Source: an optimization exercise on an open RTL-to-GDS flow (aim: small area). Production flows keep margins and buffers that such runs may drop. The RTL was checked by simulation tests, not by an equivalence proof against the original design. Power is estimated from default activity; no workload was simulated.

File: flow/run.sh
#!/bin/bash
# synth_recipe.tcl (not shown) runs the flow's synth.tcl, then flattens the netlist and writes it again
# the make line also repeats each setting of config.mk as NAME=value (left out here)
make -C /OpenROAD-flow-scripts/flow DESIGN_CONFIG=/design/flow/config.mk WORK_HOME=/design/flow/orfs CLKGATE_MAP_FILE= SYNTH_SCRIPT=/design/flow/synth_recipe.tcl finish
File: flow/config.mk
export PLATFORM = sky130hd
export DESIGN_NAME = cfpu
export DESIGN_NICKNAME = cfpu
export VERILOG_FILES = /design/flow/design.v
export SDC_FILE = /design/flow/constraint.sdc
export NUM_CORES = 4
export LEC_CHECK = 0
export ABC_AREA = 1
export CAP_MARGIN = 20
export CORE_MARGIN = 2
export CORE_UTILIZATION = 60
export CTS_BUF_LIST = sky130_fd_sc_hd__clkbuf_8
export CTS_CLUSTER_DIAMETER = 45
export CTS_CLUSTER_SIZE = 20
export SLEW_MARGIN = 20
File: flow/constraint.sdc
create_clock -name core_clock -period 10.0 [get_ports {clk}]
set_input_delay 2.0000 -clock core_clock [delete_from_list [all_inputs] [get_ports {clk}]]
set_output_delay 2.0000 -clock core_clock [all_outputs]
set_load 0.01 [all_outputs]
File: flow/design.v
module cfpu(
	input										clk,
	input										reset,
	input [(10-1):0]				csr_address,
	input										csr_read,
	output [(32-1):0]				csr_readdata,
	input										csr_write,
	input [(32-1):0]				csr_writedata,
	output										csr_waitrequest,
	input [(10-1):0]		fprint_address,
	input										fprint_write,
	input [(32-1):0]				fprint_writedata,
	output										fprint_waitrequest,
	output										checkpoint_write,
	output [32-1 : 0]				checkpoint_writedata,
	output [27-1 : 0]			checkpoint_address,
	input										checkpoint_waitrequest,
	output										irq
);
integer i;
localparam CS_IDLE = 3'd0, CS_ACC = 3'd1, CS_WAIT = 3'd2, CS_CMPW = 3'd3, CS_ACK = 3'd4;
reg [2:0] cs;
wire exception_sel	= (csr_address == 10'd0);
wire success_sel	= (csr_address == 10'd2);
wire fail_sel		= (csr_address == 10'd3);
wire cat_sel		= (csr_address[5:0] == 6'd4);
wire nmr_sel		= (csr_address == 10'd5);
wire maxcount_sel	= (csr_address == 10'd6);
wire wr_known		= exception_sel | cat_sel | nmr_sel | maxcount_sel;
reg [15:0]	exception_reg;
reg [15:0]	success_reg;
reg [31:0]	fail_reg;
assign irq = exception_reg[6];
wire cmp_status_write;
always @(posedge clk or posedge reset) begin
	if (reset)
		cs <= CS_IDLE;
	else case (cs)
		CS_IDLE:
			if (csr_write) begin
				if (wr_known) cs <= CS_ACC;
			end else if (csr_read)
				cs <= CS_ACC;
			else if (cmp_status_write & ~irq)
				cs <= CS_CMPW;
		CS_ACC:  cs <= CS_WAIT;
		CS_CMPW: cs <= CS_ACK;
		default: cs <= CS_IDLE;
	endcase
end
assign csr_waitrequest = ~(cs == CS_WAIT);
wire csr_status_ack  = (cs == CS_ACK);
wire csr_regs_write  = (cs == CS_ACC) & csr_write & exception_sel;
wire csr_cat_write   = (cs == CS_ACC) & csr_write & cat_sel;
wire csr_nmr_write   = (cs == CS_ACC) & csr_write & nmr_sel;
wire csr_max_write   = (cs == CS_ACC) & csr_write & maxcount_sel;
wire cmp_regs_write  = (cs == CS_CMPW);
assign csr_readdata = exception_sel ? {16'd0, exception_reg} :
					  success_sel   ? {16'd0, success_reg} :
					  fail_sel      ? fail_reg : 32'd0;
wire [3:0]	csr_task	= csr_writedata[19:16];
wire [1:0]	csr_lcore	= csr_writedata[25:24];
reg [3:0]	tid;			 
reg			mismatch;
reg [1:0]	lcid;			 
always @(posedge clk or posedge reset) begin
	if (reset) begin
		exception_reg <= 0;
		success_reg <= 0;
		fail_reg <= 32'hffffffff;
	end else if (csr_regs_write) begin
		exception_reg <= csr_writedata[15:0];
		success_reg <= 0;
		fail_reg <= 32'hffffffff;
	end else if (cmp_regs_write) begin
		exception_reg[6] <= 1'b1;
		exception_reg[3:0] <= tid;
		exception_reg[5] <= mismatch;
		for (i = 0; i < 16; i = i + 1)
			if (tid == i) begin
				success_reg[i] <= ~mismatch;
				if (mismatch) fail_reg[2*i +: 2] <= lcid;
			end
	end
end
reg			fph;
reg [3:0]	ca0 [0:23];		 
reg [3:0]	ca1 [0:23];
reg [9:0]	mx0 [0:7];
reg [9:0]	mx1 [0:7];
reg [15:0]	nmr;
reg [9:0]	p_val;
reg [3:0]	p_task;
reg [1:0]	p_lcore;
reg			cat_late, max_late;		 
wire p_al = p_task[0] ^ fph;
always @(posedge clk)
	if (cs == CS_ACC) begin
		p_val <= csr_writedata[9:0];
		p_task <= csr_task;
		p_lcore <= csr_lcore;
	end
always @(posedge clk or posedge reset) begin
	if (reset) begin
		for (i = 0; i < 24; i = i + 1) begin
			ca0[i] <= 0; ca1[i] <= 0;
		end
		for (i = 0; i < 8; i = i + 1) begin
			mx0[i] <= 0; mx1[i] <= 0;
		end
		nmr <= 0;
		cat_late <= 0;
		max_late <= 0;
	end else begin
		if (csr_cat_write) cat_late <= (csr_lcore != 2'd3);
		else if (p_al) cat_late <= 1'b0;
		if (csr_max_write) max_late <= 1'b1;
		else if (p_al) max_late <= 1'b0;
		for (i = 0; i < 24; i = i + 1) begin
			ca1[i] <= ca0[i];
			ca0[i] <= (cat_late && p_al && {p_lcore, p_task[3:1]} == i) ? p_val[3:0] : ca1[i];
		end
		for (i = 0; i < 8; i = i + 1) begin
			mx1[i] <= mx0[i];
			mx0[i] <= (max_late && p_al && p_task[3:1] == i) ? p_val : mx1[i];
		end
		for (i = 0; i < 16; i = i + 1)
			if (csr_nmr_write && csr_task == i) nmr[i] <= csr_writedata[0];
	end
end
function [3:0] cat_rd(input [1:0] c, input [3:0] t);
	begin
		if (cat_late && p_lcore == c && p_task == t)
			cat_rd = p_val[3:0];
		else if (t[0] ^ fph)
			cat_rd = ca1[{c, t[3:1]}];
		else
			cat_rd = ca0[{c, t[3:1]}];
	end
endfunction
wire [9:0] maxc_tid = (max_late && p_task == tid) ? p_val :
					  (tid[0] ^ fph) ? mx1[tid[3:1]] : mx0[tid[3:1]];
wire cmp_nmr = nmr[tid];
localparam FF_IDLE = 2'd0, FF_WR = 2'd1, FF_WQ = 2'd2;
reg [1:0] ff;
reg [4:0]	fi_cnt;
reg [3:0]	fi_wp;
reg [3:0]	fi_q;			 
reg [25:0]	fr0 [0:7];
reg [25:0]	fr1 [0:7];
wire fi_full  = (fi_cnt == 5'd15);
wire fi_empty = (fi_cnt == 5'd0);
always @(posedge clk or posedge reset) begin
	if (reset)
		ff <= FF_IDLE;
	else case (ff)
		FF_IDLE: if (fprint_write & ~fi_full) ff <= FF_WR;
		FF_WR:   ff <= FF_WQ;
		default: ff <= FF_IDLE;
	endcase
end
assign fprint_waitrequest = ~(ff == FF_WQ);
wire fi_wr = (ff == FF_WR);
wire is_fp_in = (fprint_address[3:0] == 4'd1);
wire [25:0] fi_in = {is_fp_in ? fprint_writedata[5] : fprint_writedata[4], is_fp_in,
					 fprint_address[7:4], fprint_writedata[3:0],
					 fprint_writedata[31:17],
					 is_fp_in ? fprint_writedata[16] : (fprint_address[3:0] == 4'd0)};
wire fi_commit = ((ff == FF_WR) | ((ff == FF_IDLE) & fprint_write & ~fi_full)) & (fi_wp[0] ^ fph);
always @(posedge clk) begin
	for (i = 0; i < 8; i = i + 1) begin
		fr1[i] <= fr0[i];
		fr0[i] <= (fi_commit && fi_wp[3:1] == i) ? fi_in : fr1[i];
	end
end
localparam FS_IDLE = 3'd0, FS_CRW = 3'd1, FS_ACK = 3'd2, FS_RD = 3'd3,
		   FS_DEC = 3'd4, FS_RW = 3'd5, FS_MW = 3'd6;
reg [2:0] fs;
wire fi_rd = (fs == FS_RD);
always @(posedge clk or posedge reset) begin
	if (reset) begin
		fi_cnt <= 0; fi_wp <= 0; fi_q <= 4'hf; fph <= 0;
	end else begin
		fph <= ~fph;
		if (fi_wr) fi_wp <= fi_wp + 1'b1;
		if (fi_rd) fi_q <= fi_q + 1'b1;
		if (fi_wr & ~fi_rd) fi_cnt <= fi_cnt + 1'b1;
		else if (fi_rd & ~fi_wr) fi_cnt <= fi_cnt - 1'b1;
	end
end
wire [25:0]	fe		= (fi_q[0] ^ fph) ? fr1[fi_q[3:1]] : fr0[fi_q[3:1]];
wire [15:0]	fe_data	= fe[15:0];
wire [3:0]	fe_task	= fe[19:16];
wire [3:0]	fe_core	= fe[23:20];
wire		fe_fp	= fe[24];
wire		fe_k	= fe[25];
wire		fe_cs	= ~fe_fp & fe[0];
wire [1:0]	fe_lid	= (cat_rd(2'd0, fe_task) == fe_core) ? 2'd0 :
					  (cat_rd(2'd1, fe_task) == fe_core) ? 2'd1 :
					  (cat_rd(2'd2, fe_task) == fe_core) ? 2'd2 : 2'd3;
reg [15:0]	checkout0, checkout1, checkout2;
reg [15:0]	checkin0, checkin1, checkin2;
wire fe_out = (fe_lid == 2'd0) ? checkout0[fe_task] :
			  (fe_lid == 2'd1) ? checkout1[fe_task] :
			  (fe_lid == 2'd2) ? checkout2[fe_task] : 1'b0;
localparam C_IDLE = 4'd0, C_SET = 4'd1, C_LOAD = 4'd2, C_CMP = 4'd3, C_CKPT = 4'd4,
		   C_INC = 4'd5, C_MM = 4'd6, C_RST = 4'd7, C_TCR = 4'd8, C_STW = 4'd9;
reg [3:0] cst;
assign cmp_status_write = (cst == C_STW);
wire fprint_reset_task = (cst == C_RST);
wire fprint_reset_ack  = (fs == FS_ACK);
always @(posedge clk or posedge reset) begin
	if (reset)
		fs <= FS_IDLE;
	else case (fs)
		FS_IDLE:
			if (fprint_reset_task) fs <= FS_CRW;
			else if (~fi_empty) fs <= FS_RD;
		FS_CRW: fs <= FS_ACK;
		FS_RD:  fs <= FS_DEC;
		FS_DEC:
			if (fe_fp) fs <= fe_out ? FS_MW : FS_IDLE;
			else fs <= FS_RW;
		default: fs <= FS_IDLE;
	endcase
end
always @(posedge clk or posedge reset) begin
	if (reset) begin
		checkout0 <= 0; checkout1 <= 0; checkout2 <= 0;
		checkin0 <= 0; checkin1 <= 0; checkin2 <= 0;
	end else begin
		for (i = 0; i < 16; i = i + 1) begin
			if (fs == FS_CRW) begin
				if (tid == i) begin
					checkout0[i] <= 0; checkout1[i] <= 0; checkout2[i] <= 0;
					checkin0[i] <= 0; checkin1[i] <= 0; checkin2[i] <= 0;
				end
			end else if (fs == FS_RW && fe_cs && fe_task == i) begin
				if (fe_k) begin
					if (fe_lid == 2'd0) checkout0[i] <= 1'b1;
					if (fe_lid == 2'd1) checkout1[i] <= 1'b1;
					if (fe_lid == 2'd2) checkout2[i] <= 1'b1;
				end else if (fe_out) begin
					if (fe_lid == 2'd0) checkin0[i] <= 1'b1;
					if (fe_lid == 2'd1) checkin1[i] <= 1'b1;
					if (fe_lid == 2'd2) checkin2[i] <= 1'b1;
				end
			end
		end
	end
end
wire [15:0] fprint_checkin = checkin0 & checkin1 & (checkin2 | ~nmr);
reg [3:0] task_check;
always @(*) begin
	task_check = 4'd0;
	for (i = 15; i >= 0; i = i - 1)
		if (fprint_checkin[i]) task_check = i;
end
reg [15:0]	fm [0:95];		 
reg [1:0]	mph;
reg			pvalid;
reg [15:0]	pv;
reg [3:0]	pt;
reg [2:0]	pch;
wire mw = (fs == FS_MW);
wire paligned = ((pt[1:0] + mph) == 2'd3);
always @(posedge clk) begin
	mph <= mph + 1'b1;
	if (mw) begin
		pvalid <= (fe_lid != 2'd3);
		pv <= fe_data;
		pt <= fe_task;
		pch <= {fe_lid, fe_k};
	end else if (paligned)
		pvalid <= 1'b0;
end
always @(posedge clk) begin
	for (i = 0; i < 24; i = i + 1) begin
		fm[i*4+1] <= fm[i*4+0];
		fm[i*4+2] <= fm[i*4+1];
		fm[i*4+3] <= fm[i*4+2];
		fm[i*4+0] <= (pvalid && paligned && {pch, pt[3:2]} == i) ? pv : fm[i*4+3];
	end
end
wire [1:0] rpos = tid[1:0] + mph;
wire [3:0] ridx = {tid[3:2], rpos};
wire [15:0] fr00 = (pvalid && pt == tid && pch == 3'd0) ? pv : fm[0*16 + ridx];
wire [15:0] fr01 = (pvalid && pt == tid && pch == 3'd1) ? pv : fm[1*16 + ridx];
wire [15:0] fr10 = (pvalid && pt == tid && pch == 3'd2) ? pv : fm[2*16 + ridx];
wire [15:0] fr11 = (pvalid && pt == tid && pch == 3'd3) ? pv : fm[3*16 + ridx];
wire [15:0] fr20 = (pvalid && pt == tid && pch == 3'd4) ? pv : fm[4*16 + ridx];
wire [15:0] fr21 = (pvalid && pt == tid && pch == 3'd5) ? pv : fm[5*16 + ridx];
wire [31:0] rf0 = {fr01, fr00};
wire [31:0] rf1 = {fr11, fr10};
wire [31:0] rf2 = {fr21, fr20};
reg m01, m12, m20;
always @(posedge clk) begin
	m01 <= (rf0 == rf1);
	m12 <= (rf1 == rf2);
	m20 <= (rf2 == rf0);
end
wire fmatch = m01 & ((m12 & m20) | ~cmp_nmr);
reg [9:0]	tc0 [0:7];
reg [9:0]	tc1 [0:7];
reg			tc_late;
wire [9:0]	tc_rd = (tid[0] ^ fph) ? tc1[tid[3:1]] : tc0[tid[3:1]];
wire		ckpt_ack;
wire		max_reached = (tc_rd == maxc_tid);
always @(posedge clk or posedge reset) begin
	if (reset)
		cst <= C_IDLE;
	else case (cst)
		C_IDLE: if (|fprint_checkin) cst <= C_SET;
		C_SET:  cst <= C_LOAD;
		C_LOAD: cst <= C_CMP;
		C_CMP:  cst <= fmatch ? C_CKPT : C_MM;
		C_CKPT: if (ckpt_ack) cst <= C_INC;
		C_INC:  cst <= C_RST;
		C_MM:   cst <= C_RST;
		C_RST:
			if (fprint_reset_ack)
				cst <= (max_reached | mismatch) ? C_TCR : C_IDLE;
		C_TCR:  cst <= C_STW;
		C_STW:  if (csr_status_ack) cst <= C_IDLE;
		default: cst <= cst;
	endcase
end
always @(posedge clk or posedge reset) begin
	if (reset)
		mismatch <= 0;
	else if (cst == C_MM)
		mismatch <= 1'b1;
	else if (cst == C_IDLE)
		mismatch <= 1'b0;
end
always @(posedge clk)
	if (cst == C_MM)
		lcid <= ~cmp_nmr ? 2'd3 :
				(~m01 & ~m20) ? 2'd0 :
				(~m12 & ~m01) ? 2'd1 :
				(~m20 & ~m12) ? 2'd2 : 2'd3;
always @(posedge clk or posedge reset) begin
	if (reset)
		tid <= 0;
	else if (cst == C_SET)
		tid <= task_check;
end
wire tc_wr = (cst == C_INC) | (cst == C_TCR);
wire tc_commit = (tc_wr & (tid[0] ^ fph)) | tc_late;
wire [9:0] tc_data = ((cst == C_INC) | (cst == C_RST)) ? tc_rd + 1'b1 : 10'd0;
always @(posedge clk or posedge reset) begin
	if (reset) begin
		tc_late <= 0;
		for (i = 0; i < 8; i = i + 1) begin
			tc0[i] <= 0; tc1[i] <= 0;
		end
	end else begin
		tc_late <= tc_wr & ~(tid[0] ^ fph);
		for (i = 0; i < 8; i = i + 1) begin
			tc1[i] <= tc0[i];
			tc0[i] <= (tc_commit && tid[3:1] == i) ? tc_data : tc1[i];
		end
	end
end
localparam P_IDLE = 2'd0, P_CK = 2'd1, P_ACK = 2'd2;
reg [1:0] ps;
reg [1:0] cp_lid;
wire cp_done = cmp_nmr ? (cp_lid == 2'd2) : (cp_lid == 2'd1);
assign ckpt_ack = (ps == P_ACK);
always @(posedge clk or posedge reset) begin
	if (reset)
		ps <= P_IDLE;
	else case (ps)
		P_IDLE: if (cst == C_CKPT) ps <= P_CK;
		P_CK:   if (cp_done) ps <= P_ACK;
		default: ps <= P_IDLE;
	endcase
end
always @(posedge clk)
	cp_lid <= (ps == P_CK) ? cp_lid + 1'b1 : 2'd0;
wire [3:0] cp_phys = (cp_lid == 2'd3) ? 4'd0 : cat_rd(cp_lid, tid);
reg [4:0]	co_cnt;
reg [3:0]	co_wp;
reg [3:0]	co_q;
reg [7:0]	co_ram [0:15];
wire co_full  = (co_cnt == 5'd15);
wire co_empty = (co_cnt == 5'd0);
wire co_wr = (ps == P_CK) & ~co_full;
localparam O_IDLE = 2'd0, O_RD = 2'd1, O_OUT = 2'd2;
reg [1:0] os;
wire co_rd = (os == O_RD);
always @(posedge clk)
	if (co_wr) co_ram[co_wp] <= {cp_phys, tid};
always @(posedge clk or posedge reset) begin
	if (reset) begin
		co_cnt <= 0; co_wp <= 0; co_q <= 4'hf;
	end else begin
		if (co_wr) co_wp <= co_wp + 1'b1;
		if (co_rd) co_q <= co_q + 1'b1;
		if (co_wr & ~co_rd) co_cnt <= co_cnt + 1'b1;
		else if (co_rd & ~co_wr) co_cnt <= co_cnt - 1'b1;
	end
end
always @(posedge clk or posedge reset) begin
	if (reset)
		os <= O_IDLE;
	else case (os)
		O_IDLE: if (~co_empty) os <= O_RD;
		O_RD:   os <= O_OUT;
		O_OUT:  if (~checkpoint_waitrequest) os <= O_IDLE;
		default: os <= O_IDLE;
	endcase
end
wire [7:0] co_out = co_ram[co_q];
assign checkpoint_write     = (os == O_OUT);
assign checkpoint_address   = {3'b110, co_out[7:4], 20'h0};
assign checkpoint_writedata = {23'd0, 1'b1, co_out};
endmodule
==> results by group, run 1 <==
Synth
  – Top cells by area, synth: dfxtp_1 (39%), dfrtp_1 (18%), nand2_1 (9.5%)
  – Yosys reg bits: 2,868
  – Sequential-to-total area share from yosys stat: 63.0%
  – Post-synth top area share: 39.3%
  – Number of synthesis warnings: 10
  – Main combinational cell family by area after synthesis: simple AND/OR/NAND/NOR gates
  – Top FF cell, synth: dfxtp_1
  – Mux cell area share after synthesis: 0.321%
  – Post-Synthesis Cells: 10,300
  – Post-synth EDFFs: 170
  – Simple-gate area share of the yosys netlist: 15.4%
  – Synthesized area: 99,800 µm²
  – Xor/xnor cell area share of the yosys netlist: 1.01%
  – Syn Area/Cell: 9.66 µm²
  – Adder-cell share of the synthesized area: 0.278%
  – Distinct cell type count after synthesis: 69
  – Post-synthesis compound-gate area fraction: 15.1%
  – Asr flop ratio synth: 25.8%
  – Synth area leader: dfxtp_1

Setup path
  – Critical Path Fanout Max: 24
  – Data required time at the worst endpoint: 8000 ps
  – CP most frequent cell: inv_1
  – Worst r2r src: fph
  – CP top delay family: simple AND/OR/NAND/NOR gates
  – Critical path type: in -> out
  – Critical Path End Type: output pin
  – Slowest stage delay, CP: 710 ps
  – Critical-path top delay cell: nand3_1
  – Worst setup path startpoint: csr_address[5]
  – Type of origin of the critical path: input pin
  – Worst Path Arrival: 5320 ps
  – Critical path buffers and inverters: 5
  – Crit path cell chain: clkdlybuf4s50_1 > nor2_1 > inv_1 > nor3_1 > inv_1 > nor4_1 > nand3_1 > o221ai_1 > o21ai_0 > inv_1 > clkdlybuf4s50_1

Cells and area
  – Layout cells sized above 1: 6.94%
  – Area taken by multi-input logic gates: 32,500 µm²
  – Reg with most FFs: fm
  – Area Growth Syn to Fin: 9.04%
  – Finished Core Util: 65.9%
  – Largest register FFs: 1,536
  – FILL cells: 13,500
  – Top Registers: fm x1536, fr0 x208, fr1 x208
  – Commonest non-fill, non-tap cell in the layout: nand2_1
  – Register Area: 62,900 µm²
  – Nets@finish: 10,400
  – Commonest non-fill, non-tap cells in the layout: nand2_1 (2,515), dfxtp_1 (1,959), o21ai_0 (1,141)

GRT
  – Overall Global Routing Usage: 34.9%
  – Vias in the first global route: 74,500
  – Antenna violations before repair: 9
  – Largest net degree at the start of global routing: 207
  – Total gr overflow: 0
  – First-pass GRT wire length: 454,000 µm

Routing
  – DR WL/cell: 23.5 µm
  – Drt pass-1 iters: 8
  – Initial DRC count: 8,108
  – Vias post-DR: 76,900
  – # DRC: 0
  – Via density: 6.06
  – Remaining antenna violation count: 0
  – Total routed wirelength: 299,000 µm

Timing
  – Min cycle time layout: 7320 ps
  – Final Max Slew Viols: 0
  – Rel. slew slack: 19.1%
  – Max Clk Rate: 137 MHz
  – RSZ-0062 raised after global routing: no
  – Setup clock skew after layout: 58.2 ps
  – Hold WS: 308 ps
  – Tcrit/Tclk final: 73.2%
  – Worst-margin pin slew: 1200 ps
  – Endpoints failing setup: 0
  – Final hold viol count: 0

Clocking
  – Setup Buffers After CTS: 0
  – Post-cts hold buffer count: 0
  – Total CTS buffers: 277
  – CTS max path bufs: 4
  – CTS tree: built
  – Clk slew on worst S/H paths: 110 ps
  – H-tree lvl count: 5
  – Post-CTS sizing: 0
  – Clock Sinks: 2,868
  – Clk root buf: clkbuf_8
  – Clock latency (worst-skew pair): 1080 ps

Hold path
  – Worst hold path type: reg -> reg
  – Hold Crit Start: fm[48][5]

Floorplanning
  – Starting Density: 60.4%
  – Die H: 412 µm
  – Rows: 149
  – Die width: 412 µm
  – IO Pins: 185
  – DIE AREA: 170,000 µm²
  – Total core area: 165,000 µm²

Power and ir drop
  – VDD IR-drop max: 0.328 mV
  – Final Power: 30.3 mW
  – Pwr Density: 279 nW/µm²
  – Leak Pwr: 45.0 nW

Run status
  – Status: timing/DRC/antenna clean

Place
  – Port bufs: 115
  – Dpl hpwl: 179,000 µm
  – Placer Congestion: 0.937

Flow run
  – Max Cap Viol: 0
worst reg2reg max path, stage by stage (launching register included):
cell	delay [ps]
dfrtp_1	650
xnor2_4	160
buf_4	460
inv_2	380
o21ai_1	180
inv_1	60
nand2_1	100
nand2_4	290
nor2_4	790
nand2_2	790
o21ai_0	440
inv_1	60
nand2_1	70
nand3_1	220
nand2_1	130
nand2_1	50
nand2_1	70
nor2_2	40
nand2_2	160
nand2_1	140
o21ai_4	840
nand3_1	190
a21oi_1	190
cells in the mapped netlist (all sizes together), types with 11 or more instances:
library cell,n
dfxtp,1959
o221ai,31
dfrtp,699
o211ai,84
nor2,423
a221oi,241
nand4,290
a32o,23
o21ai,1177
o2111ai,14
inv,572
mux2i,32
a22oi,255
edfxtp,170
buf,179
xor2,63
nand3,372
a21oi,264
a31oi,12
nor4,17
a22o,164
o31ai,11
xnor2,51
o22ai,50
a211oi,23
ha,19
nand2,2533
dfstp,40
nor3,51
clkbuf,420
logic make-up (layout without fill, tap and decap cells):
kind of cell,after synthesis,after routing
flip-flops,2868,2868
AND/OR/NAND/NOR,3701,3701
other,2,54
AO/OA/AOI/OAI,2411,2411
multiplexers,32,32
buffers and inverters,1181,1311
XOR/XNOR,114,114
adder cells (fa/ha/maj),21,21
power by group:
part | total, mW | internal (mW) | switching [mW]
Sequential | 13.9 | 13.0 | 0.885
Clock | 7.92 | 3.61 | 4.32
Combinational | 8.49 | 2.15 | 6.33
Total | 30.3 | 18.8 | 11.5
through the flow:
step	std cells	setup slack, ps	TNS (ps)	area [µm²]
floorplan	10400	-2090	-1464290	100000
global placement	12200	2770	0	103000
detailed placement	12200	2750	0	103000
CTS	12700	2750	0	109000
global route	12700	2150	0	109000
finish	12700	2680	0	109000
final timing paths:
| check | endpoint | slack [ps] | cells past startpoint |
|---|---|---|---|
| min reg2reg | fm[49][5] | 310 | 0 |
| max | csr_readdata[8] | 2680 | 11 |
| min in group asynchronous | mx1[2][5] | 1470 | 2 |
| max reg2reg | checkout2[10] | 3460 | 22 |
| max in group asynchronous | tc0[7][0] | 6320 | 5 |
| min | fm[49][5] | 310 | 0 |
routing by layer:
| metal | routed length (µm) | GRT usage [%] | vias to the layer above |
|---|---|---|---|
| met5 | 13 | 0 | - |
| met4 | 13400 | 14.5 | 2 |
| met3 | 26500 | 6.32 | 786 |
| met2 | 133000 | 54.1 | 3544 |
| met1 | 126000 | 48.5 | 37400 |
| li1 | - | - | 35200 |
final cells by class:
| cell class | count | area share (%) |
|---|---|---|
| timing repair buffer | 253 | 2.23 |
| clock buffer | 307 | 3.88 |
| tap | 2189 | 2.52 |
| multi-input combinational | 6326 | 29.8 |
| inverter | 582 | 2.03 |
| clock inverter | 169 | 1.74 |
| antenna | 7 | 0.0161 |
| sequential | 2868 | 57.8 |
==> run 2, diff against run 1 <==
--- a/flow/config.mk
+++ b/flow/config.mk
@@ -10,6 +10,6 @@
 export CORE_MARGIN = 2
-export CORE_UTILIZATION = 60
+export CORE_UTILIZATION = 50
 export CTS_BUF_LIST = sky130_fd_sc_hd__clkbuf_8
-export CTS_CLUSTER_DIAMETER = 45
-export CTS_CLUSTER_SIZE = 20
+export CTS_CLUSTER_DIAMETER = 50
+export CTS_CLUSTER_SIZE = 16
 export SLEW_MARGIN = 20
==> run 2 against run 1 <==
Compared with the run above:
- still clean on timing, DRC and antenna
- synthesized cell count stayed put
- total power is 1.7% lower
- clock power is 6.1% lower
- non-clock buffer count grew 15
- via count is 1.1% lower
- core utilization fell by 11 points
- critical endpoint unchanged
- highest routed layer unchanged
==> results by group, run 2 <==
Run status
  – Status: timing/DRC/antenna clean

Setup path
  – Worst r2r dst: m12
  – CP Capture Point: csr_readdata[8]
  – Slowest stage delay, CP: 740 ps
  – Crit path cell chain: clkdlybuf4s50_1 > nor2_1 > inv_1 > nor3_1 > inv_1 > nor4_1 > nand3_1 > o221ai_1 > o21ai_0 > inv_1 > clkdlybuf4s50_1
  – Data required time at the worst endpoint: 8000 ps
  – Worst Path Arrival: 5320 ps
  – CP most frequent cell: inv_1
  – Worst setup path startpoint: csr_address[5]
  – Flop2flop setup slack: 3510 ps
  – Worst r2r src: tid[3]
  – Type of origin of the critical path: input pin
  – R2R cell count: 15
  – Critical path type: in -> out
  – Critical Path End Type: output pin
  – Critical-path top delay cell: nand3_1
  – Critical Path Fanout Max: 24

Place
  – Dpl hpwl: 186,000 µm
  – Placer Congestion: 0.947
  – Port bufs: 115

Cells and area
  – Nets@finish: 10,400
  – Area Growth Syn to Fin: 8.98%
  – Reg with most FFs: fm
  – Top Registers: fm x1536, fr0 x208, fr1 x208
  – FILL cells: 17,700
  – Largest register FFs: 1,536
  – Finished Core Util: 54.7%
  – Commonest non-fill, non-tap cell in the layout: nand2_1
  – Commonest non-fill, non-tap cells in the layout: nand2_1 (2,516), dfxtp_1 (1,959), o21ai_0 (1,140)
  – Layout cells sized above 1: 6.55%

Synth
  – Top FF cell, synth: dfxtp_1
  – Post-synth EDFFs: 170
  – Asr flop ratio synth: 25.8%
  – Top cells by area, synth: dfxtp_1 (39%), dfrtp_1 (18%), nand2_1 (9.5%)
  – Post-Synthesis Cells: 10,300
  – Sequential-to-total area share from yosys stat: 63.0%
  – Number of synthesis warnings: 10
  – Top-count cell post-synth: nand2_1
  – Top post-synthesis cells by count: nand2_1 (2,518), dfxtp_1 (1,959), o21ai_0 (1,143)
  – Synthesized area: 99,800 µm²
  – Syn Area/Cell: 9.66 µm²
  – Synth area leader: dfxtp_1
  – Distinct cell type count after synthesis: 69
  – Yosys reg bits: 2,868
  – Post-synth top area share: 39.3%

GRT
  – Overall Global Routing Usage: 29.6%
  – Largest net degree at the start of global routing: 179
  – Antenna violations before repair: 14
  – Vias in the first global route: 74,000
  – First-pass GRT wire length: 463,000 µm
  – Total gr overflow: 0

Floorplanning
  – Rows: 164
  – Starting Density: 50.2%
  – DIE AREA: 203,000 µm²
  – Total core area: 199,000 µm²
  – Die width: 451 µm
  – IO Pins: 185
  – Die H: 451 µm

Clocking
  – H-tree lvl count: 5
  – Clock Sinks: 2,868
  – Clk root buf: clkbuf_8
  – Clock latency (worst-skew pair): 1060 ps
  – Total CTS buffers: 274
  – Clk slew on worst S/H paths: 90 ps
  – CTS max path bufs: 4
  – Post-cts hold buffer count: 0
  – Setup Buffers After CTS: 0
  – Post-CTS sizing: 0
  – CTS tree: built

Timing
  – Tcrit/Tclk final: 73.2%
  – Final Max Slew Viols: 0
  – Max Clk Rate: 137 MHz
  – Final hold viol count: 0
  – Endpoints failing setup: 0
  – Setup TNS: 0 ps
  – Min cycle time layout: 7320 ps
  – Rel. slew slack: 19.9%
  – RSZ-0062 raised after global routing: no
  – Setup clock skew after layout: 60.7 ps
  – Worst-margin pin slew: 1200 ps

Routing
  – Vias post-DR: 76,100
  – # DRC: 0
  – Drt pass-1 iters: 6
  – Via density: 5.79
  – Remaining antenna violation count: 0
  – Total routed wirelength: 307,000 µm
  – DR WL/cell: 23.3 µm
  – Initial DRC count: 7,613

Power and ir drop
  – VDD IR-drop max: 0.254 mV
  – Leak Pwr: 44.8 nW
  – Pwr Density: 274 nW/µm²

Hold path
  – Hold-critical path depth: 0
  – Worst hold path type: reg -> reg

Flow run
  – Max Cap Viol: 0
run 2: cell counts after synthesis:
Identical to the previous run, type by type.
run 2: final cells by class:
| cell class | instances | area, µm² | area share, % |
|---|---|---|---|
| tap | 2656 | 3320 | 3.05 |
| clock inverter | 128 | 1300 | 1.19 |
| sequential | 2868 | 62900 | 57.8 |
| clock buffer | 299 | 4120 | 3.78 |
| timing repair buffer | 268 | 2480 | 2.28 |
| antenna | 4 | 10.0 | 0.00920 |
| multi-input combinational | 6326 | 32500 | 29.9 |
| inverter | 582 | 2210 | 2.03 |
run 2: logic make-up after synthesis:
family                     Yosys count  share of synthesized area (%)
other                                2                        0.00752
and+or+nand+nor                   3701                           15.4
AOI/OAI and AO/OA                 2411                           15.1
xor gates and xnor gates           114                           1.01
adders and majority gates           21                          0.278
buffers and inverters             1181                           4.85
muxes                               32                          0.321
DFF                               2868                           63.0
run 2: worst min-delay path by stage:
stage / start / to / slack [ps]
after CTS: fm[65][7] / fm[66][7] / 320
after global placement: fm[0][5] / fm[1][5] / 330
after detailed placement: fr0[0][16] / fr1[0][16] / 330
final: fm[69][7] / fm[70][7] / 310
after floorplan: fm[0][12] / fm[1][12] / 320
after global routing: fm[46][0] / fm[47][0] / 310
run 2: power by group:
part           switching [mW]  total, mW  internal (mW)
clock network            4.14       7.44           3.31
logic                    6.30       8.46           2.16
registers               0.888       13.9           13.0
total                    11.3       29.8           18.5
run 2: critical path: cells and delay by family:
kind                   cells  cell delay, ps
AO/OA/AOI/OAI              2             600
buffers and inverters      5            1180
AND/OR/NAND/NOR            4            1530
run 2: per-stage QoR:
step | hold WS (ps) | instance area (µm²) | power (mW) | std cells | worst slack (ps)
5_1_grt | 311 | 109000 | 31.2 | 13100 | 2220
2_1_floorplan | 324 | 100000 | 19.4 | 10400 | -2090
6_report | 311 | 109000 | 29.8 | 13100 | 2680
3_5_place_dp | 332 | 103000 | 22.5 | 12700 | 2740
3_3_place_gp | 329 | 103000 | 22.3 | 12700 | 2810
4_1_cts | 320 | 109000 | 29.8 | 13100 | 2740
run 2: per-layer routing:
| metal | vias up | share of wire [%] | GRT usage [%] |
|---|---|---|---|
| met2 | 2957 | 45 | 46.3 |
| met3 | 634 | 7.5 | 4.66 |
| met4 | 2 | 3.5 | 10.3 |
| li1 | 35100 | - | - |
| met5 | - | 0.0039 | 0 |
| met1 | 37400 | 44 | 41.7 |
==> run 3, diff against run 2 <==
--- a/flow/design.v
+++ b/flow/design.v
@@ -102,10 +102,23 @@
 	end
+reg [1:0]	clr;
+always @(posedge clk or posedge reset) begin
+	if (reset)
+		clr <= 2'b11;
+	else
+		clr <= {clr[0], 1'b0};
+end
+always @(posedge clk) begin
+	for (i = 0; i < 24; i = i + 1) begin
+		ca1[i] <= ca0[i];
+		ca0[i] <= clr[1] ? 4'd0 :
+				  (cat_late && p_al && {p_lcore, p_task[3:1]} == i) ? p_val[3:0] : ca1[i];
+	end
+	for (i = 0; i < 8; i = i + 1) begin
+		mx1[i] <= mx0[i];
+		mx0[i] <= clr[1] ? 10'd0 :
+				  (max_late && p_al && p_task[3:1] == i) ? p_val : mx1[i];
+	end
+end
 always @(posedge clk or posedge reset) begin
 	if (reset) begin
-		for (i = 0; i < 24; i = i + 1) begin
-			ca0[i] <= 0; ca1[i] <= 0;
-		end
-		for (i = 0; i < 8; i = i + 1) begin
-			mx0[i] <= 0; mx1[i] <= 0;
-		end
 		nmr <= 0;
@@ -118,10 +131,2 @@
 		else if (p_al) max_late <= 1'b0;
-		for (i = 0; i < 24; i = i + 1) begin
-			ca1[i] <= ca0[i];
-			ca0[i] <= (cat_late && p_al && {p_lcore, p_task[3:1]} == i) ? p_val[3:0] : ca1[i];
-		end
-		for (i = 0; i < 8; i = i + 1) begin
-			mx1[i] <= mx0[i];
-			mx0[i] <= (max_late && p_al && p_task[3:1] == i) ? p_val : mx1[i];
-		end
 		for (i = 0; i < 16; i = i + 1)
@@ -351,13 +356,11 @@
 always @(posedge clk or posedge reset) begin
-	if (reset) begin
+	if (reset)
 		tc_late <= 0;
-		for (i = 0; i < 8; i = i + 1) begin
-			tc0[i] <= 0; tc1[i] <= 0;
-		end
-	end else begin
+	else
 		tc_late <= tc_wr & ~(tid[0] ^ fph);
-		for (i = 0; i < 8; i = i + 1) begin
-			tc1[i] <= tc0[i];
-			tc0[i] <= (tc_commit && tid[3:1] == i) ? tc_data : tc1[i];
-		end
+end
+always @(posedge clk) begin
+	for (i = 0; i < 8; i = i + 1) begin
+		tc1[i] <= tc0[i];
+		tc0[i] <= clr[1] ? 10'd0 : (tc_commit && tid[3:1] == i) ? tc_data : tc1[i];
 	end
--- a/flow/config.mk
+++ b/flow/config.mk
@@ -11,5 +11,5 @@
 export CORE_UTILIZATION = 50
-export CTS_BUF_LIST = sky130_fd_sc_hd__clkbuf_8
-export CTS_CLUSTER_DIAMETER = 50
-export CTS_CLUSTER_SIZE = 16
+export CTS_BUF_LIST = sky130_fd_sc_hd__clkbuf_4
+export CTS_CLUSTER_DIAMETER = 35
+export CTS_CLUSTER_SIZE = 8
 export SLEW_MARGIN = 20
==> run 3 against run 2 <==
Compared with the run above:
- die area decreased by 1.7%
- total power decreased by 5.2%
- core utilization increased by 0.56 points
- first-iteration DRC count decreased by 7.0%
- register-to-register slack got worse by 80 ps
- setup slack improved by 130 ps
- wire length increased by 1.8%
- flip-flop and latch count increased by 2
- sequential power about the same
- area after synthesis decreased by 1.7%
- worst hold slack got worse by 33 ps
- cell count increased by 4.0%
- largest cell class unchanged
- largest power group unchanged
- highest routed layer unchanged
==> results by group, run 3 <==
GRT
  – Total gr overflow: 0
  – Largest net degree at the start of global routing: 117
  – Antenna violations before repair: 19
  – Overall Global Routing Usage: 30.7%
  – First-pass GRT wire length: 471,000 µm
  – Vias in the first global route: 76,400

Cells and area
  – Area taken by multi-input logic gates: 33,200 µm²
  – Top Registers: fm x1536, fr0 x208, fr1 x208
  – Nets@finish: 10,800
  – Commonest non-fill, non-tap cells in the layout: dfxtp_1 (2,471), nand2_1 (2,382), o21ai_0 (1,146)
  – Finished Core Util: 55.2%
  – Layout cells sized above 1: 9.19%
  – Largest register FFs: 1,536
  – Area Growth Syn to Fin: 9.70%
  – FILL cells: 17,800
  – Register Area: 60,400 µm²
  – Reg with most FFs: fm
  – Commonest non-fill, non-tap cell in the layout: dfxtp_1

Setup path
  – Worst r2r src: tid[3]
  – Worst Path Arrival: 5180 ps
  – Slowest stage delay, CP: 600 ps
  – Critical path buffers and inverters: 6
  – Critical-path top delay cell: nand3_1
  – Type of origin of the critical path: input pin
  – CP top delay family: buffers and inverters
  – Levels on crit path: 13
  – R2R cell count: 14
  – Crit path cell chain: clkdlybuf4s50_1 > nor2_1 > inv_1 > nor3_1 > nand3_1 > inv_1 > nand3_1 > inv_1 > nand2_1 > o211ai_1 > o21ai_0 > inv_1 > clkdlybuf4s50_1
  – Critical Path End Type: output pin
  – Worst r2r dst: co_ram[2][6]
  – Critical Path Fanout Max: 25
  – Critical path type: in -> out
  – CP Capture Point: csr_readdata[14]
  – Worst setup path startpoint: csr_address[5]
  – CP most frequent cell: inv_1
  – Flop2flop setup slack: 3430 ps
  – Data required time at the worst endpoint: 8000 ps

Floorplanning
  – Starting Density: 50.3%
  – Die H: 447 µm
  – IO Pins: 185
  – Total core area: 195,000 µm²
  – Rows: 162
  – DIE AREA: 200,000 µm²
  – Die width: 447 µm

Synth
  – Xor/xnor cell area share of the yosys netlist: 0.971%
  – Top FF cell, synth: dfxtp_1
  – Sequential-to-total area share from yosys stat: 61.5%
  – Synth area leader: dfxtp_1
  – Post-synth top area share: 50.4%
  – Main combinational cell family by area after synthesis: simple AND/OR/NAND/NOR gates
  – Asr flop ratio synth: 7.98%
  – Top-count cell post-synth: dfxtp_1
  – Mux cell area share after synthesis: 0.326%
  – Number of synthesis warnings: 10
  – Syn Area/Cell: 9.30 µm²
  – Yosys reg bits: 2,870
  – Synthesized area: 98,200 µm²
  – Top cells by area, synth: dfxtp_1 (50%), nand2_1 (9.1%), o21ai_0 (5.8%)
  – Adder-cell share of the synthesized area: 0.283%
  – Post-synth EDFFs: 170
  – Top post-synthesis cells by count: dfxtp_1 (2,471), nand2_1 (2,385), o21ai_0 (1,146)
  – Simple-gate area share of the yosys netlist: 16.0%
  – Post-synthesis compound-gate area fraction: 15.9%
  – Post-Synthesis Cells: 10,600
  – Distinct cell type count after synthesis: 69

Place
  – Placer Congestion: 0.943
  – Dpl hpwl: 191,000 µm
  – Port bufs: 115

Routing
  – # DRC: 0
  – Total routed wirelength: 312,000 µm
  – Vias post-DR: 78,800
  – Initial DRC count: 7,083
  – Remaining antenna violation count: 0
  – Via density: 5.77
  – DR WL/cell: 22.9 µm
  – Drt pass-1 iters: 6

Timing
  – Tcrit/Tclk final: 71.8%
  – Rel. slew slack: 20.1%
  – Min cycle time layout: 7180 ps
  – Max Clk Rate: 139 MHz
  – RSZ-0062 raised after global routing: no
  – Final hold viol count: 0
  – Worst-margin pin slew: 1190 ps
  – Hold WS: 278 ps
  – Final Max Slew Viols: 0
  – Setup clock skew after layout: 104 ps
  – Setup TNS: 0 ps
  – Endpoints failing setup: 0

Hold path
  – Hold-critical path depth: 0
  – Worst hold path type: reg -> reg

Clocking
  – Clock latency (worst-skew pair): 1500 ps
  – H-tree lvl count: 5
  – Clock Sinks: 2,870
  – Setup Buffers After CTS: 0
  – CTS max path bufs: 4
  – Post-CTS sizing: 0
  – CTS tree: built
  – Post-cts hold buffer count: 0
  – Clk slew on worst S/H paths: 80 ps
  – Total CTS buffers: 486
  – Clk root buf: clkbuf_4

Power and ir drop
  – Leak Pwr: 43.1 nW
  – VDD IR-drop max: 0.565 mV
  – Pwr Density: 263 nW/µm²

Flow run
  – Max Cap Viol: 0

Run status
  – Status: timing/DRC/antenna clean
run 3: cell count changes in the layout (fill, tap and decap cells not counted), sizes merged, moves of 69 or more:
cell	delta
clkbuf	+283
dfrtp	-512
nor2	+163
clkinv	+101
nand2	-129
inv	-69
dfxtp	+512
a21oi	+205
run 3: stage by stage:
step	power, mW	area (µm²)	setup slack (ps)	std cells
after floorplan	18.3	98300	1790	10600
after global placement	20.5	102000	2850	12900
after detailed placement	20.6	102000	2830	12900
after CTS	28.3	108000	2820	13600
after global routing	29.7	108000	2440	13700
final	28.3	108000	2820	13700
run 3: final cells by class:
type | instances | area share [%]
clock buffer | 582 | 4.06
timing repair buffer | 282 | 2.35
sequential | 2870 | 56.1
tap | 2624 | 3.05
multi-input combinational | 6524 | 30.9
inverter | 574 | 2.03
antenna | 14 | 0.0325
clock inverter | 185 | 1.55
run 3: routing by layer:
layer	track usage, %	part of all wire [%]	wire length, µm
met1	42.5	44	137000
met2	48.4	45	141000
met3	5.22	7.8	24400
met4	10.9	3.1	9760
met5	0	0.0074	23
run 3: how the worst min path moves through the flow:
| stage | start | to |
|---|---|---|
| final | tc0[6][5] | tc1[6][5] |
| after global routing | tc0[6][5] | tc1[6][5] |
| after CTS | fr0[0][4] | fr1[0][4] |
| after detailed placement | tc0[0][6] | tc1[0][6] |
| after global placement | fm[0][6] | fm[1][6] |
| after floorplan | fm[0][6] | fm[1][6] |
run 3: kinds of logic (layout without fill, tap and decap cells):
group / after synthesis / count (layout)
and+or+nand+nor: 3758 / 3758
DFF: 2870 / 2870
AOI/OAI and AO/OA: 2557 / 2557
buffers and inverters: 1202 / 1623
xor gates and xnor gates: 108 / 108
muxes: 32 / 32
adders and majority gates: 21 / 21
other: 2 / 62
run 3: power breakdown:
group          switching [mW]  total [mW]  leakage [nW]  internal, mW
Clock                    4.27        7.81          3.48          3.54
Sequential              0.852        13.7          24.6          12.8
Combinational            5.01        6.78          15.1          1.77
Total                    10.1        28.3          43.1          18.2
==> run 4, diff against run 3 <==
--- a/flow/config.mk
+++ b/flow/config.mk
@@ -11,5 +11,5 @@
 export CORE_UTILIZATION = 50
-export CTS_BUF_LIST = sky130_fd_sc_hd__clkbuf_4
-export CTS_CLUSTER_DIAMETER = 35
-export CTS_CLUSTER_SIZE = 8
+export CTS_BUF_LIST = sky130_fd_sc_hd__clkbuf_8
+export CTS_CLUSTER_DIAMETER = 50
+export CTS_CLUSTER_SIZE = 16
 export SLEW_MARGIN = 20
==> run 4 against run 3 <==
Compared with the run above:
- worst hold slack improved by 34 ps
- largest cell class unchanged
- count of clock-buffer cells in the layout is 317 lower
- global-route usage decreased by 0.45 points
- flip-flop and latch count stayed put
- critical path depth unchanged
- via count fell by 2.4%
- total power is 3.0% lower
- first-iteration DRC count is 3.6% higher
- wire length down 1.2%
- critical path type unchanged
- cell count down 2.8%
- sequential share of layout area increased by 0.56 points
- area after synthesis unchanged
==> results by group, run 4 <==
Setup path
  – Critical path buffers and inverters: 6
  – Critical path type: in -> out
  – Worst r2r dst: co_ram[14][6]
  – Type of origin of the critical path: input pin
  – Crit path cell chain: clkdlybuf4s50_1 > nor2_1 > inv_1 > nor3_1 > nand3_1 > inv_1 > nand3_1 > inv_1 > nand2_1 > o211ai_1 > o21ai_0 > inv_1 > clkdlybuf4s50_1
  – Data required time at the worst endpoint: 8000 ps
  – Worst Path Arrival: 5200 ps
  – Critical Path Fanout Max: 25
  – Critical Path End Type: output pin
  – Worst r2r src: tid[3]
  – R2R cell count: 14
  – Critical-path top delay cell: nand3_1
  – CP most frequent cell: inv_1
  – Slowest stage delay, CP: 610 ps
  – CP top delay family: buffers and inverters
  – Flop2flop setup slack: 3410 ps

Power and ir drop
  – Pwr Density: 258 nW/µm²
  – Leak Pwr: 42.2 nW
  – VDD IR-drop max: 0.567 mV

Clocking
  – Post-cts hold buffer count: 0
  – H-tree lvl count: 4
  – Total CTS buffers: 236
  – Post-CTS sizing: 0
  – Clock Sinks: 2,870
  – Setup Buffers After CTS: 0
  – CTS tree: built
  – Clk slew on worst S/H paths: 100 ps
  – CTS max path bufs: 3
  – Clock latency (worst-skew pair): 1060 ps
  – Clk root buf: clkbuf_8

Routing
  – DR WL/cell: 23.2 µm
  – Remaining antenna violation count: 0
  – Total routed wirelength: 308,000 µm
  – # DRC: 0
  – Initial DRC count: 7,339
  – Vias post-DR: 76,800
  – Drt pass-1 iters: 7
  – Via density: 5.79

Cells and area
  – Register Area: 60,400 µm²
  – Area Growth Syn to Fin: 8.60%
  – Largest register FFs: 1,536
  – Commonest non-fill, non-tap cell in the layout: dfxtp_1
  – Layout cells sized above 1: 6.49%
  – Layout Cells excl Fill: 13,300
  – Top Registers: fm x1536, fr0 x208, fr1 x208
  – Nets@finish: 10,600
  – Commonest non-fill, non-tap cells in the layout: dfxtp_1 (2,471), nand2_1 (2,382), o21ai_0 (1,146)
  – FILL cells: 17,700
  – Area taken by multi-input logic gates: 33,200 µm²
  – Reg with most FFs: fm

Synth
  – Synth area leader: dfxtp_1
  – Top-count cell post-synth: dfxtp_1
  – Post-synth top area share: 50.4%
  – Syn Area/Cell: 9.30 µm²
  – Distinct cell type count after synthesis: 69
  – Post-synth EDFFs: 170
  – Top FF cell, synth: dfxtp_1
  – Synthesized area: 98,200 µm²
  – Post-Synthesis Cells: 10,600
  – Top post-synthesis cells by count: dfxtp_1 (2,471), nand2_1 (2,385), o21ai_0 (1,146)
  – Top cells by area, synth: dfxtp_1 (50%), nand2_1 (9.1%), o21ai_0 (5.8%)
  – Asr flop ratio synth: 7.98%
  – Sequential-to-total area share from yosys stat: 61.5%
  – Yosys reg bits: 2,870
  – Number of synthesis warnings: 10

Timing
  – Endpoints failing setup: 0
  – Final Max Slew Viols: 0
  – RSZ-0062 raised after global routing: no
  – Tcrit/Tclk final: 72.0%
  – Max Clk Rate: 139 MHz
  – Setup clock skew after layout: 57.6 ps
  – Setup TNS: 0 ps
  – Worst-margin pin slew: 1160 ps
  – Rel. slew slack: 21.7%
  – Min cycle time layout: 7200 ps
  – Final hold viol count: 0

Hold path
  – Worst hold path type: reg -> reg
  – Hold Crit Endpoint: fm[37][2]
  – Hold-critical path depth: 0
  – Hold Crit Start: fm[36][2]

Place
  – Port bufs: 115
  – Placed cells: 12,900
  – Placer Congestion: 0.943
  – Dpl hpwl: 191,000 µm

Flow run
  – Max Cap Viol: 0

Floorplanning
  – IO Pins: 185
  – DIE AREA: 200,000 µm²
  – Rows: 162
  – Starting Density: 50.3%
  – Die H: 447 µm
  – Total core area: 195,000 µm²
  – Die width: 447 µm

GRT
  – Antenna violations before repair: 20
  – Vias in the first global route: 73,900
  – First-pass GRT wire length: 463,000 µm
  – Overall Global Routing Usage: 30.2%
  – Total gr overflow: 0
  – Largest net degree at the start of global routing: 117

Run status
  – Status: timing/DRC/antenna clean
## run 4: power breakdown
part	switching [mW]	internal, mW	leakage (nW)	total (mW)
Combinational	5.01	1.77	15.1	6.79
Sequential	0.850	12.8	24.6	13.7
Clock	4.08	2.89	2.61	6.97
## run 4: logic make-up (layout without fill, tap and decap cells)
| group | Yosys count | after routing | synth area share, % |
|---|---|---|---|
| adder cells (fa/ha/maj) | 21 | 21 | 0.283 |
| buffers and inverters | 1202 | 1248 | 5.02 |
| multiplexers | 32 | 32 | 0.326 |
| XOR/XNOR | 108 | 108 | 0.971 |
| flip-flops | 2870 | 2870 | 61.5 |
| AND/OR/NAND/NOR | 3758 | 3758 | 16.0 |
| other | 2 | 57 | 0.00765 |
| AO/OA/AOI/OAI | 2557 | 2557 | 15.9 |
## run 4: how the worst max path moves through the flow
stage                         from               end  slack (ps)  depth (start not counted)
global route        csr_address[5]  csr_readdata[14]        2440                         13
CTS                 csr_address[5]  csr_readdata[14]        2820                         13
detailed placement  csr_address[5]  csr_readdata[14]        2830                         13
global placement    csr_address[5]  csr_readdata[14]        2850                         13
finish              csr_address[5]  csr_readdata[14]        2800                         13
floorplan                    reset          cat_late        1790                          1
## run 4: cell type report
class | count | area share [%]
diodes | 9 | 0.0211
clock buffers | 265 | 3.42
clock inverters | 127 | 1.25
inverters | 574 | 2.05
multi-input cells | 6524 | 31.2
flip-flops and latches | 2870 | 56.6
well taps | 2624 | 3.08
repair buffers | 282 | 2.38
## run 4: per-stage QoR
stage                     area, µm²  power, mW  worst slack (ps)  hold slack [ps]  utilization (%)
after floorplan               98300       18.3              1790              324                -
after global placement       102000       20.5              2850              329             52.1
after detailed placement     102000       20.6              2830              331             52.1
after CTS                    107000       27.4              2820              290             54.7
after global routing         107000       28.8              2440              306             54.7
final                        107000       27.5              2800              312             54.7
## run 4: metal layers
layer,routed length [µm],GRT usage (%),vias to the layer above
li1,-,-,35800
met1,137000,42.6,37400
met2,139000,47.8,3101
met3,23300,4.68,511
met4,9160,9.42,6
met5,35,0,-
## run 4: worst register-to-register path, stage by stage (launching register included)
cell	delay, ps
dfrtp_1	360
buf_4	260
inv_1	530
nor2_2	310
inv_1	500
nor2_4	150
inv_1	510
nor2_1	410
nand2_1	140
nand4_1	90
or4_1	610
a2111oi_0	880
o21ai_0	180
o221ai_1	700
inv_1	560
==> run 5, diff against run 4 <==
--- a/flow/config.mk
+++ b/flow/config.mk
@@ -8,3 +8,3 @@
 export ABC_AREA = 1
-export CAP_MARGIN = 20
+export CAP_MARGIN = 5
 export CORE_MARGIN = 2
@@ -14,2 +14,3 @@
 export CTS_CLUSTER_SIZE = 16
-export SLEW_MARGIN = 20
+export GPL_TIMING_DRIVEN = 0
+export SLEW_MARGIN = 5
==> run 5 against run 4 <==
Compared with the run above:
- now fails the layout checks on capacitance limit, slew limit
- first-iteration DRC count rose by 91%
- count of clock-buffer cells in the layout up 38
- register-to-register slack got worse by 2400 ps
- critical endpoint is now co_ram[8][5]
==> results by group, run 5 <==
Clocking
  – Clock Sinks: 2,870
  – CTS tree: built
  – Post-CTS sizing: 0
  – Clk slew on worst S/H paths: 100 ps
  – Clock latency (worst-skew pair): 1120 ps
  – Total CTS buffers: 275
  – H-tree lvl count: 5
  – Post-cts hold buffer count: 0
  – Clk root buf: clkbuf_8
  – CTS max path bufs: 4
  – Setup Buffers After CTS: 0

Power and ir drop
  – Switching Share: 37.9%
  – VDD IR-drop max: 0.252 mV
  – Total internal power: 18.2 mW
  – Leak Pwr: 43.5 nW
  – NetSw: 11.1 mW
  – Pwr Density: 269 nW/µm²
  – Clock power frac: 25.8%
  – Final Power: 29.4 mW
  – Reg power frac: 46.3%
  – Gate power share: 27.9%

Timing
  – Tcrit/Tclk final: 89.5%
  – RSZ-0062 raised after global routing: no
  – Endpoints failing setup: 0
  – Final hold viol count: 0
  – Setup clock skew after layout: 109 ps
  – Min cycle time layout: 8950 ps
  – Max Clk Rate: 112 MHz
  – Rel. slew slack: -10.3%
  – Final Max Slew Viols: 141
  – Worst-margin pin slew: 1650 ps

Setup path
  – Worst Path Arrival: 9710 ps
  – CP most frequent cell: inv_1
  – Critical Path Fanout Max: 22
  – Crit path cell chain: inv_1 > nor2_2 > inv_1 > nor2_1 > buf_2 > buf_2 > inv_1 > nor2_1 > a22oi_1 > nand4_1 > nor4_1 > nand2_1 > o21ai_0 > o221ai_1 > o211ai_1 > inv_1
  – Levels on crit path: 16
  – Critical path buffers and inverters: 6
  – Critical-path top delay cell: dfrtp_1
  – Worst r2r src: tid[3]
  – Slowest stage delay, CP: 1250 ps
  – Type of origin of the critical path: flop
  – Worst setup path startpoint: tid[3]
  – CP top delay family: buffers and inverters
  – R2R cell count: 16
  – CP Capture Point: co_ram[8][5]
  – Data required time at the worst endpoint: 10,760 ps
  – Critical Path End Type: flop
  – Flop2flop setup slack: 1050 ps
  – Critical path type: reg -> reg
  – Worst r2r dst: co_ram[8][5]

Hold path
  – Hold Crit Start: fm[49][1]
  – Worst hold path type: reg -> reg

Cells and area
  – Layout cells sized above 1: 7.19%
  – Layout Cells excl Fill: 13,900
  – Largest register FFs: 1,536
  – Reg with most FFs: fm
  – Nets@finish: 11,100
  – Area Growth Syn to Fin: 11.0%
  – Finished Core Util: 55.9%
  – Top Registers: fm x1536, fr0 x208, fr1 x208
  – Commonest non-fill, non-tap cells in the layout: dfxtp_1 (2,471), nand2_1 (2,384), o21ai_0 (1,145)
  – Commonest non-fill, non-tap cell in the layout: dfxtp_1

Flow run
  – Max Cap Viol: 17

Synth
  – Post-Synthesis Cells: 10,600
  – Post-synth top area share: 50.4%
  – Top cells by area, synth: dfxtp_1 (50%), nand2_1 (9.1%), o21ai_0 (5.8%)
  – Post-synth EDFFs: 170
  – Top post-synthesis cells by count: dfxtp_1 (2,471), nand2_1 (2,385), o21ai_0 (1,146)
  – Top FF cell, synth: dfxtp_1
  – Syn Area/Cell: 9.30 µm²
  – Asr flop ratio synth: 7.98%
  – Yosys reg bits: 2,870
  – Number of synthesis warnings: 10
  – Synth area leader: dfxtp_1
  – Sequential-to-total area share from yosys stat: 61.5%
  – Synthesized area: 98,200 µm²
  – Top-count cell post-synth: dfxtp_1
  – Distinct cell type count after synthesis: 69

Routing
  – # DRC: 0
  – DR WL/cell: 32.4 µm
  – Initial DRC count: 14,000
  – Vias post-DR: 87,500
  – Drt pass-1 iters: 7
  – Remaining antenna violation count: 0
  – Total routed wirelength: 449,000 µm
  – Via density: 6.31

Floorplanning
  – Rows: 162
  – DIE AREA: 200,000 µm²
  – Starting Density: 50.3%
  – Die H: 447 µm
  – Total core area: 195,000 µm²
  – IO Pins: 185
  – Die width: 447 µm

Run status
  – Blocking Checks: capacitance limit, slew limit
  – Status: finished with violations

GRT
  – Overall Global Routing Usage: 43.6%
  – Antenna violations before repair: 74
  – First-pass GRT wire length: 611,000 µm
  – Vias in the first global route: 79,600
  – Total gr overflow: 0
  – Largest net degree at the start of global routing: 103

Place
  – Dpl hpwl: 310,000 µm
  – Placed cells: 13,400
  – Placer Congestion: 1.06
  – Port bufs: 115
-- run 5: cell count changes in the layout (fill, tap and decap cells not counted), moves of 7 or more --
cell | previous run | this run
buf_2 | 0 | 78
nor2_4 | 21 | 5
clkbuf_1 | 0 | 356
inv_1 | 548 | 569
buf_4 | 156 | 72
nor2_1 | 550 | 565
buf_1 | 0 | 30
clkbuf_2 | 0 | 86
buf_6 | 0 | 16
clkbuf_8 | 265 | 303
clkinv_8 | 9 | 2
diode_2 | 9 | 71
-- run 5: worst reg2reg max path: cells and delay by family, from the launching register on --
kind	cells	cell delay (ps)
and+or+nand+nor	6	3000
AOI/OAI and AO/OA	4	1160
DFF	1	1250
buffers and inverters	6	3200
-- run 5: area by class of cell --
cell class / count / area [µm²]
Clock buffer: 303 / 4170
Sequential cell: 2870 / 60400
Buffer: 628 / 2910
Antenna cell: 71 / 178
Timing Repair Buffer: 138 / 1510
Multi-Input combinational cell: 6524 / 33100
Inverter: 574 / 2160
Fill cell: 17800 / 86000
Clock inverter: 139 / 1270
Tap cell: 2624 / 3280
-- run 5: logic make-up (layout without fill, tap and decap cells) --
| kind of cell | after synthesis | count (layout) | synth area share (%) |
|---|---|---|---|
| DFF | 2870 | 2870 | 61.5 |
| muxes | 32 | 32 | 0.326 |
| buffers and inverters | 1202 | 1782 | 5.02 |
| xor gates and xnor gates | 108 | 108 | 0.971 |
| other | 2 | 119 | 0.00765 |
| adders and majority gates | 21 | 21 | 0.283 |
| and+or+nand+nor | 3758 | 3758 | 16.0 |
| AOI/OAI and AO/OA | 2557 | 2557 | 15.9 |
-- run 5: worst min path at each step --
stage / slack, ps / endpoint / depth (start not counted)
final: 250 / fm[50][1] / 0
after global routing: 270 / fm[42][15] / 0
after CTS: 260 / fm[50][1] / 0
after detailed placement: 330 / mx1[0][9] / 0
after global placement: 330 / mx1[0][4] / 0
after floorplan: 320 / fm[1][6] / 0
-- run 5: stage by stage --
| stage | cell area, µm² | setup WS (ps) | TNS [ps] | hold slack (ps) |
|---|---|---|---|---|
| 6_report | 109000 | 1050 | 0 | 252 |
| 5_1_grt | 109000 | 1230 | 0 | 267 |
| 3_5_place_dp | 103000 | 1490 | 0 | 330 |
| 2_1_floorplan | 98300 | 1790 | 0 | 324 |
| 3_3_place_gp | 103000 | -1850 | -334210 | 328 |
| 4_1_cts | 109000 | 1430 | 0 | 256 |
-- run 5: power groups by stage --
stage	registers [mW]	clock network (mW)	logic [mW]
floorplan	13.5	0	4.78
global placement	13.8	0	7.83
detailed placement	13.8	0	7.88
CTS	13.6	7.53	7.91
global route	13.7	7.97	8.65
finish	13.6	7.57	8.18
-- run 5: per-layer routing --
metal / part of all wire [%] / wire length, µm / vias up / track usage (%)
li1: - / - / 37000 / -
met1: 39 / 175000 / 42400 / 58.4
met2: 40 / 182000 / 6701 / 60.9
met3: 14 / 61400 / 1412 / 14.5
met4: 6.8 / 30500 / 22 / 26.0
met5: 0.033 / 147 / - / 0
==> run 6, diff against run 5 <==
==> flow/flow/run.sh (new file) <==
#!/bin/bash
export BUFFER_PORTS_ARGS="-buffer_cell sky130_fd_sc_hd__buf_1"
bash standard.sh > standard.log 2>&1
==> flow/standard.sh (new file) <==
#!/bin/bash
# synth_recipe.tcl (not shown) runs the flow's synth.tcl, then flattens the netlist and writes it again
# the make line also repeats each setting of config.mk as NAME=value (left out here)
make -C /OpenROAD-flow-scripts/flow DESIGN_CONFIG=/design/flow/config.mk WORK_HOME=/design/flow/orfs CLKGATE_MAP_FILE= SYNTH_SCRIPT=/design/flow/synth_recipe.tcl "${@:-finish}"
--- a/flow/config.mk
+++ b/flow/config.mk
@@ -8,3 +8,3 @@
 export ABC_AREA = 1
-export CAP_MARGIN = 5
+export CAP_MARGIN = 20
 export CORE_MARGIN = 2
@@ -14,3 +14,2 @@
 export CTS_CLUSTER_SIZE = 16
-export GPL_TIMING_DRIVEN = 0
-export SLEW_MARGIN = 5
+export SLEW_MARGIN = 20
removed: flow/run.sh
==> run 6 against run 5 <==
Compared with the run above:
- now clean on timing, DRC and antenna
- critical path depth is 1 lower
- clock skew is 43 ps lower
- register-to-register slack gained 2400 ps
- wire length down 31%
- first-iteration DRC count down 44%
- fmax increased by 36%
- largest cell class unchanged
- highest routed layer unchanged
==> results by group, run 6 <==
Clocking
  – Setup Buffers After CTS: 0
  – Clock Sinks: 2,870
  – Total CTS buffers: 236
  – H-tree lvl count: 4
  – Clock latency (worst-skew pair): 1050 ps
  – Clk slew on worst S/H paths: 100 ps
  – CTS max path bufs: 3
  – Post-CTS sizing: 0
  – CTS tree: built
  – Post-cts hold buffer count: 0
  – Clk root buf: clkbuf_8

Timing
  – Min cycle time layout: 6570 ps
  – Setup clock skew after layout: 66.8 ps
  – RSZ-0062 raised after global routing: no
  – Max Clk Rate: 152 MHz
  – Tcrit/Tclk final: 65.7%
  – Worst-margin pin slew: 1200 ps
  – Setup TNS: 0 ps
  – Final hold viol count: 0
  – Final Max Slew Viols: 0
  – Endpoints failing setup: 0
  – Rel. slew slack: 20.0%

Floorplanning
  – Rows: 162
  – Die H: 447 µm
  – DIE AREA: 200,000 µm²
  – Total core area: 195,000 µm²
  – Starting Density: 50.3%
  – Die width: 447 µm
  – IO Pins: 185

Routing
  – Total routed wirelength: 311,000 µm
  – DR WL/cell: 23.4 µm
  – Vias post-DR: 77,200
  – # DRC: 0
  – Initial DRC count: 7,839
  – Via density: 5.81
  – Drt pass-1 iters: 7
  – Remaining antenna violation count: 0

Synth
  – Distinct cell type count after synthesis: 69
  – Number of synthesis warnings: 10
  – Synthesized area: 98,200 µm²
  – Top FF cell, synth: dfxtp_1
  – Sequential-to-total area share from yosys stat: 61.5%
  – Yosys reg bits: 2,870
  – Asr flop ratio synth: 7.98%
  – Synth area leader: dfxtp_1
  – Top-count cell post-synth: dfxtp_1
  – Top post-synthesis cells by count: dfxtp_1 (2,471), nand2_1 (2,385), o21ai_0 (1,146)
  – Post-synth EDFFs: 170
  – Top cells by area, synth: dfxtp_1 (50%), nand2_1 (9.1%), o21ai_0 (5.8%)
  – Syn Area/Cell: 9.30 µm²
  – Post-synth top area share: 50.4%
  – Post-Synthesis Cells: 10,600

Setup path
  – Critical Path Fanout Max: 57
  – Flop2flop setup slack: 3430 ps
  – Slowest stage delay, CP: 1090 ps
  – CP most frequent cell: buf_4
  – Type of origin of the critical path: flop
  – Critical path type: reg -> reg
  – Data required time at the worst endpoint: 10,610 ps
  – Critical-path top delay cell: dfrtp_1
  – Worst Path Arrival: 7180 ps
  – Critical Path End Type: flop
  – Crit path cell chain: nor2_1 > buf_4 > inv_1 > nor2_2 > inv_2 > buf_4 > nor2_1 > nand2_1 > nand4_1 > or4_1 > a2111oi_0 > buf_4 > o21ai_0 > o221ai_1 > inv_1

GRT
  – Vias in the first global route: 73,900
  – Largest net degree at the start of global routing: 141
  – First-pass GRT wire length: 465,000 µm
  – Total gr overflow: 0
  – Antenna violations before repair: 16
  – Overall Global Routing Usage: 30.4%

Power and ir drop
  – VDD IR-drop max: 0.314 mV
  – Switching Share: 36.1%
  – Gate power share: 24.4%
  – Reg power frac: 49.8%
  – Total internal power: 17.6 mW
  – Pwr Density: 260 nW/µm²
  – Final Power: 27.5 mW
  – Leak Pwr: 42.0 nW
  – Clock power frac: 25.7%
  – NetSw: 9.93 mW

Cells and area
  – Area Growth Syn to Fin: 7.92%
  – Layout cells sized above 1: 6.46%
  – Commonest non-fill, non-tap cells in the layout: dfxtp_1 (2,471), nand2_1 (2,384), o21ai_0 (1,146)
  – Commonest non-fill, non-tap cell in the layout: dfxtp_1
  – Top Registers: fm x1536, fr0 x208, fr1 x208
  – FILL cells: 17,700
  – Largest register FFs: 1,536
  – Reg with most FFs: fm
  – Finished Core Util: 54.3%
  – Nets@finish: 10,600

Hold path
  – Worst hold path type: reg -> reg

Flow run
  – Max Cap Viol: 0

Place
  – Port bufs: 115
  – Dpl hpwl: 191,000 µm
  – Placer Congestion: 0.945

Run status
  – Status: timing/DRC/antenna clean
[run 6: cell types whose count changed in the layout (fill, tap and decap cells not counted), moves of 13 or more]
| cell | before | now |
|---|---|---|
| clkbuf_1 | 356 | 0 |
| nor2_4 | 5 | 22 |
| clkbuf_2 | 86 | 0 |
| diode_2 | 71 | 16 |
| clkdlybuf4s50_1 | 115 | 0 |
| buf_6 | 16 | 0 |
| buf_2 | 78 | 0 |
| buf_1 | 30 | 116 |
| buf_4 | 72 | 154 |
| inv_1 | 569 | 556 |
| clkbuf_8 | 303 | 265 |
| nor2_1 | 565 | 548 |
[run 6: power by group through the flow]
| stage | Clock, mW | Combinational [mW] | Sequential, mW |
|---|---|---|---|
| CTS | 7.17 | 6.59 | 13.7 |
| global route | 7.63 | 7.29 | 13.8 |
| finish | 7.07 | 6.72 | 13.7 |
| detailed placement | 0 | 6.57 | 13.9 |
| floorplan | 0 | 4.78 | 13.5 |
| global placement | 0 | 6.52 | 13.9 |
[run 6: layout make-up]
cell class,instances,area [µm²],share of cell area (%)
antenna,16,40.0,0.0378
clock buffer,265,3650,3.44
clock inverter,133,1420,1.34
inverter,574,2180,2.06
multi-input combinational,6524,33300,31.4
sequential,2870,60400,57.0
tap,2624,3280,3.10
timing repair buffer,277,1720,1.62
[run 6: layer usage]
layer	share of wire (%)	track usage, %	vias up
met5	0.0035	0	-
met1	44	42.3	37600
met4	3.2	10.2	2
met2	45	48.2	3141
li1	-	-	35900
met3	7.6	4.90	583
[run 6: kinds of logic after synthesis]
family	Yosys count	share of synthesized area, %
adder cells (fa/ha/maj)	21	0.283
AND/OR/NAND/NOR	3758	16.0
buffers and inverters	1202	5.02
XOR/XNOR	108	0.971
multiplexers	32	0.326
flip-flops	2870	61.5
other	2	0.00765
AO/OA/AOI/OAI	2557	15.9
[run 6: worst max-delay path: cells and delay by family, from the launching register on]
kind                   cells  cell delay (ps)
and+or+nand+nor            6             1610
AOI/OAI and AO/OA          3             1340
buffers and inverters      6             2100
DFF                        1             1090
[run 6: path summary, 6_finish.rpt]
check / startpoint / to / cells past startpoint
setup / recovery: tid[3] / co_ram[5][6] / 15
hold / removal: fm[0][2] / fm[1][2] / 0
setup reg to reg: tid[3] / co_ram[5][6] / 15
hold reg to reg: fm[0][2] / fm[1][2] / 0
max in group asynchronous: reset / checkin1[8] / 3
min in group asynchronous: reset / success_reg[1] / 2
[run 6: through the flow]
| stage | hold slack, ps | area (µm²) | std cells | setup WS (ps) |
|---|---|---|---|---|
| 3_5_place_dp | 334 | 101000 | 12900 | 3290 |
| 6_report | 322 | 106000 | 13300 | 3430 |
| 4_1_cts | 324 | 106000 | 13300 | 3260 |
| 3_3_place_gp | 329 | 101000 | 12900 | 3300 |
| 2_1_floorplan | 324 | 98300 | 10600 | 1790 |
| 5_1_grt | 314 | 106000 | 13300 | 3210 |

==> re-timing with driven ports <==
How much do the figures lean on ideal ports? The routed layouts below were timed once more, with nothing changed but the port constraints.
Step 1, drivers: a clkbuf_16 drives clk and a buf_2 each remaining input, both assumed.
Step 2 also shifts input and output timing later by t, the mid clock arrival at the registers, as if the neighbouring blocks saw the same clock.
a / b / c = no drivers / after step 1 / after step 2; a / b = the first two.
run	shift t [ns]	slack for setup (ns)
run 1	1.137	2.677 / 2.654 / 2.654
run 2	1.131	2.684 / 2.658 / 2.658
run 3	1.534	2.817 / 2.792 / 2.792
run 4	1.118	2.798 / 2.773 / 2.773
run 5	1.147	1.055 / 1.055 / 1.055
run 6	1.103	3.432 / 3.432 / 3.432
